This is an optimization exercise on Yosys and OpenROAD, whose aim is small area and a short achievable clock period, not a production implementation. Function was not checked in any run shown here: the RTL went through the layout flow alone. No activity file was given, so power comes from the tool's default toggle rates.

==> flow/design.v, too long to show whole: its modules and the start of the top module <==
// module movavg: 3473 lines
module movavg(
    input logic clk,
    input logic reset,
    input logic [63:0] din,
    output logic [63:0] dout
);
  // ...
==> flow/flow/run.sh <==
#!/bin/bash
set -euo pipefail
export BUFFER_PORTS_ARGS="-buffer_cell sky130_fd_sc_hd__buf_2"
bash standard.sh > standard_make.log 2>&1
==> flow/standard.sh <==
#!/bin/bash
# synth_recipe.tcl (not shown) runs the flow's synth.tcl, then flattens the netlist and writes it again
# the make line also repeats each setting of config.mk as NAME=value (left out here)
make -C /OpenROAD-flow-scripts/flow DESIGN_CONFIG=/design/flow/config.mk WORK_HOME=/design/flow/orfs CLKGATE_MAP_FILE= SYNTH_SCRIPT=/design/flow/synth_recipe.tcl "${@:-finish}"
==> flow/config.mk <==
export PLATFORM = sky130hd
export DESIGN_NAME = movavg
export DESIGN_NICKNAME = movavg
export VERILOG_FILES = /design/flow/design.v
export SDC_FILE = /design/flow/constraint.sdc
export NUM_CORES = 4
export LEC_CHECK = 0
export CAP_MARGIN = 20
export CORE_MARGIN = 2
export CORE_UTILIZATION = 40
export SETUP_SLACK_MARGIN = 1.5
export SLEW_MARGIN = 20
==> flow/constraint.sdc <==
create_clock -name core_clock -period 7.5 [get_ports {clk}]
set_input_delay 1.5000 -clock core_clock [delete_from_list [all_inputs] [get_ports {clk}]]
set_output_delay 1.5000 -clock core_clock [all_outputs]
set_load 0.01 [all_outputs]
==> qor.csv, run 1 <==
stage,metric,value,unit
synthesis,Post-Syn Area per Cell,8.96,sq um
placed_design,DP HPWL,22.7,mm
synthesis,post-synthesis simple-gate area fraction,17.1,%
timing,Rel. slew slack,33.1,%
synthesis,multiplexer area fraction after synthesis,0.821,%
worst_setup_path,worst reg2reg path startpoint,s1[0],
worst_setup_path,reg2reg path depth,13,
grt,largest net degree at the start of global routing,80,
power,Reg power frac,32.9,%
finish,"most common cell after layout, fill and taps aside",dfxtp_1,
die,# Taps,442,
grt,global routing's busiest layer,met2,
worst_setup_path,CP Data Required Time,6000,ps
cts,CTS buffer count,17,
die,Die W,185,um
finish,Signal buffers,154,
outcome,outcome,no timing/DRC/antenna violations,
worst_setup_path,worst stage delay on the critical path,570,ps
synthesis,post-synth net total,1734,
worst_setup_path,Worst Setup SP,din[37],
finish,Filler cells,3176,
power,Seq group,1.20,mW
power,Comb group,1.56,mW
worst_setup_path,"Arr. time, crit path",4480,ps
grt,met2 capacity usage during global routing,30.3,%
power,Cell Int Power,2.30,mW
finish,Clock buf/inv share,3.71,%
finish,"non-filler cells, final",2007,
finish,Layout Nets,1821,
die,Die Ht,185,um
power,worst IR drop on VDD,0.000163,V
cts,clock latency on the worst-skew pair,440,ps
worst_hold_path,hold path cells,2,
cts,post-CTS setup-driven buffer insertion count,3,
timing,Worst Slack Setup Final,1520,ps
synthesis,ys async rst share,0,%
timing,Worst-Margin Slew,978,ps
cts,CTS Root Cell,clkbuf_16,
worst_setup_path,Critical Path Slowest Stage Cell,or4_4,
power,P_sw,1.33,mW
worst_setup_path,Buf/Inv on CP,2,
==> run 2: changes to the inputs <==
--- a/flow/config.mk
+++ b/flow/config.mk
@@ -8,5 +8,5 @@
 export CAP_MARGIN = 20
 export CORE_MARGIN = 2
 export CORE_UTILIZATION = 40
-export SETUP_SLACK_MARGIN = 1.5
+export SETUP_SLACK_MARGIN = 3.0
 export SLEW_MARGIN = 20
==> run 2 against run 1 <==
Net effect:
- clock skew grew 7.3 ps
- via count increased by 2.1%
- die area stayed put
- critical endpoint unchanged
- critical path type unchanged
- largest cell class unchanged
- sequential share of layout area fell by 1.6 points
- sequential power about the same
- cell count is 1.0% higher
==> qor.csv, run 2 <==
stage,metric,value,unit,change
detailed_routing,DR WL/cell,15.1,um,
power,clock power share,23.1,%,
synthesis,Yosys reg bits,192,,
worst_hold_path,Worst Hold End,s3[0],,
detailed_routing,Residual DRC,0,,
worst_hold_path,HP Class,reg -> reg,,
grt,grt total ovfl,0,,
synthesis,post-synth net total,1734,,unchanged
timing,Worst-Margin Slew,897,ps,-80.8 ps
finish,Area Overhead vs Synth,21.2,%,
power,pwr/cell area,246,nW/um^2,
die,Ports,130,,
timing,"Slew Viols, Final",0,,
timing,Final Hold Viols,0,,
power,P_leak,7.14,nW,
timing,clk_skew,19.7,ps,
worst_hold_path,hold path cells,2,,unchanged
die,Die Ht,185,um,unchanged
cts,Sink Count,192,,
worst_setup_path,worst stage delay on the critical path,530,ps,-40 ps
placed_design,pre-CTS setup slack,1350,ps,
worst_setup_path,Worst setup SP type,input pin,,
synthesis,Synth area leaders,"dfxtp_1 29%, ha_1 18%, xnor2_1 5.8%",,
finish,"most common cell after layout, fill and taps aside",dfxtp_1,,
timing,final setup violation count,0,,
power,worst IR drop on VDD,0.000126,V,-22%
worst_setup_path,CP Class,in -> out,,
power,P_sw,1.46,mW,+9.7%
synthesis,unique cell type count in the Yosys netlist,75,,
cts,hold buffer count at CTS,0,,
timing,setup_tns,0,ps,
die,row count,66,,
detailed_routing,drt first pass iters,7,,
worst_setup_path,worst-path fanout max,4,,
power,Gate power share,46.3,%,
synthesis,Post-Syn Area per Cell,8.96,sq um,unchanged
timing,RSZ-0062 raised after global routing,true,,
grt,GR Util All Layers,17.9,%,
timing,final worst path period need,5860,ps,
worst_setup_path,worst reg2reg path startpoint,s2[0],,
synthesis,ys async rst share,0,%,unchanged
synthesis,most instantiated library cell after synthesis,dfxtp_1,,
worst_setup_path,Critical Path Slowest Stage Cell,or4_4,,
worst_setup_path,WP depth,13,,
placed_design,Area after DPL,14000,sq um,
grt,vias in the first global route,9973,,
die,DIE AREA,34200,sq um,
worst_setup_path,CP Capture Type,primary output,,
finish,share of cells above drive strength 1,23.5,%,
timing,fin crit share,78.1,%,
finish,fin area,15900,sq um,
timing,Worst Slack Setup Final,1640,ps,+120 ps
grt,first-pass GRT wire length,48.5,mm,
worst_setup_path,CP Data Required Time,6000,ps,about the same
finish,Diodes inserted,0,,
grt,initial antenna violation count,2,,
worst_setup_path,"Arr. time, crit path",4360,ps,-120 ps
die,Starting Density,40.5,%,
synthesis,Post-synth EDFFs,0,,
detailed_routing,drt total wl,30.7,mm,
synthesis,Commonest cells post-synth,"192 x dfxtp_1, 186 x ha_1, 144 x nor2_1",,
synthesis,yosys warns,1,,
synthesis,Synth area leader,dfxtp_1,,
finish,most frequent cells in the layout,"192 x dfxtp_1, 161 x ha_1, 140 x nor2_1",,
placed_design,Port-buffer cells,129,,
power,Reg power frac,30.6,%,-2.3 points
timing,Rel. slew slack,40.2,%,+7.1 points
synthesis,ys flop type,dfxtp_1,,
outcome,outcome,no timing/DRC/antenna violations,,
synthesis,cell count after synthesis,1464,,
detailed_routing,post-route ant nets,0,,
detailed_routing,Iteration-0 DRC Markers,406,,
timing,fmax,171,MHz,
synthesis,area share of the largest cell type after synthesis,29.3,%,
worst_setup_path,CP cell instances,buf_2 -> ha_4 -> a21o_1 -> a21o_1 -> a21oi_2 -> o21ai_0 -> a221o_1 -> or4_4 -> o21ai_4 -> nand3_4 -> a2111oi_4 -> nor3b_2 -> buf_2,,
worst_setup_path,reg2reg path depth,15,,+2
worst_setup_path,R2R Setup Slk,3930,ps,
grt,largest net degree at the start of global routing,84,,+5.0%
placed_design,DP HPWL,23.2,mm,+2.0%
cts,clock latency on the worst-skew pair,450,ps,about the same
worst_setup_path,Buf/Inv on CP,2,,unchanged
die,core area,32400,sq um,
finish,FF/Latch Area,3840,sq um,
power,Cell Int Power,2.46,mW,+6.8%
cts,CTS H-tree depth,4,,
finish,Multi-input gate area,9530,sq um,
worst_setup_path,Critical R2R Capture,s3[62],,
finish,Filler cells,3016,,-5.0%
power,Sw Ratio,37.2,%,
flow_run,maxcap violations,0,,
placed_design,RD Place Congestion,0.857,,
cts,CTS buffer count,17,,unchanged
detailed_routing,vias per std cell,5.15,,
cts,clk slew on worst S/H paths,70,ps,
cts,clock buffer depth,2,,
worst_hold_path,hold_sp,s2[0],,
cts,CTS tree,yes,,
cts,CTS Root Cell,clkbuf_16,,
synthesis,sequential cell area fraction in the yosys report,29.3,%,
die,Die W,185,um,unchanged
worst_setup_path,Crit path max-delay family,compound AO/OA/AOI/OAI gates,,
synthesis,Synth Cell Area,13100,sq um,
detailed_routing,via count,10400,,
finish,Layout Nets,1843,,+1.2%
finish,top flop regs,"s1 (64), s2 (64), s3 (64)",,
-- run 2: power groups by stage --
stage          Combinational, mW  Clock (mW)  Sequential [mW]
6_report                    1.81       0.904             1.20
5_1_grt                     1.99       0.974             1.21
4_1_cts                     1.67       0.932             1.20
3_5_place_dp                1.50           0             1.22
2_1_floorplan               1.30           0             1.21
3_3_place_gp                1.48           0             1.22
-- run 2: logic make-up (layout without fill, tap and decap cells) --
logic type	after synthesis	count (layout)	share of synthesized area [%]
simple gates	446	446	17.1
compound gates	327	327	17.1
fa+ha+maj	204	204	20.5
flops	192	192	29.3
buf+inv	150	272	6.13
xor+xnor	136	136	9.08
mux	9	9	0.821
-- run 2: final cells by class --
class	instances	share of cell area, %
Timing Repair Buffer	176	7.27
Clock buffer	19	2.85
Multi-Input combinational cell	1122	59.9
Clock inverter	13	0.756
Inverter	64	1.51
Tap cell	442	3.48
Sequential cell	192	24.2
-- run 2: worst min-delay path, delay by kind of cell (launching register included) --
family	cells	cell delay, ps
fa+ha+maj	1	110
flops	1	310
simple gates	1	100
-- run 2: per-layer routing --
| layer | wire (um) | vias to the layer above | global-route usage [%] | share of wire [%] |
|---|---|---|---|---|
| met1 | 14200 | 4932 | 23.1 | 46 |
| met2 | 14900 | 177 | 31.0 | 48 |
| met5 | 27 | - | 0 | 0.088 |
| met3 | 1190 | 29 | 3.05 | 3.9 |
| met4 | 440 | 4 | 4.29 | 1.4 |
| li1 | - | 5304 | - | - |
-- run 2: metrics by stage --
| step | hold WS, ps | util (%) | power, mW | std cells |
|---|---|---|---|---|
| floorplan | 524 | - | 2.50 | 1464 |
| global placement | 533 | 43.3 | 2.69 | 1951 |
| detailed placement | 547 | 43.3 | 2.72 | 1951 |
| CTS | 563 | 47.2 | 3.80 | 2006 |
| global route | 601 | 49.1 | 4.18 | 2028 |
| finish | 555 | 49.1 | 3.92 | 2028 |
-- run 2: worst max-delay path by stage --
stage	slack, ps	to	from
after floorplan	2030	dout[46]	din[0]
after global placement	1350	dout[54]	din[0]
after detailed placement	1350	dout[54]	din[0]
after CTS	1630	dout[54]	din[0]
after global routing	1530	dout[63]	din[41]
final	1640	dout[63]	din[41]
-- run 2: what timing repair did --
item	in CTS	in global routing
gates resized for setup	95	88
buffers inserted	23	22
pin swaps	58	64
hold endpoints to repair	0	0
setup endpoints to repair	82	75

==> separate check: timing with driven ports <==
In the flow no input, the clock included, has a driving cell. The finished layouts below were timed again as built, in two steps. Step 1 assumes that a clkbuf_16 drives the clock port and a buf_2 every other input. Step 2 also shifts input and output timing later by t, the mid clock arrival at the registers, as if the neighbouring blocks saw the same clock. Three values: ideal, step 1, step 2; two values: the first two.
| run | shift t [ns] | setup WS [ns] | worst data-port slew with drivers (ns) |
|---|---|---|---|
| run 1 | 0.485 | 1.524 / 1.487 / 1.487 | 0.07 |
| run 2 | 0.488 | 1.643 / 1.615 / 1.615 | 0.07 |
After both steps setup and hold are still met in every run listed. The setup slack of run 1, which loses most, moves by -0.037 ns with the drivers and by -0.037 ns with both steps.
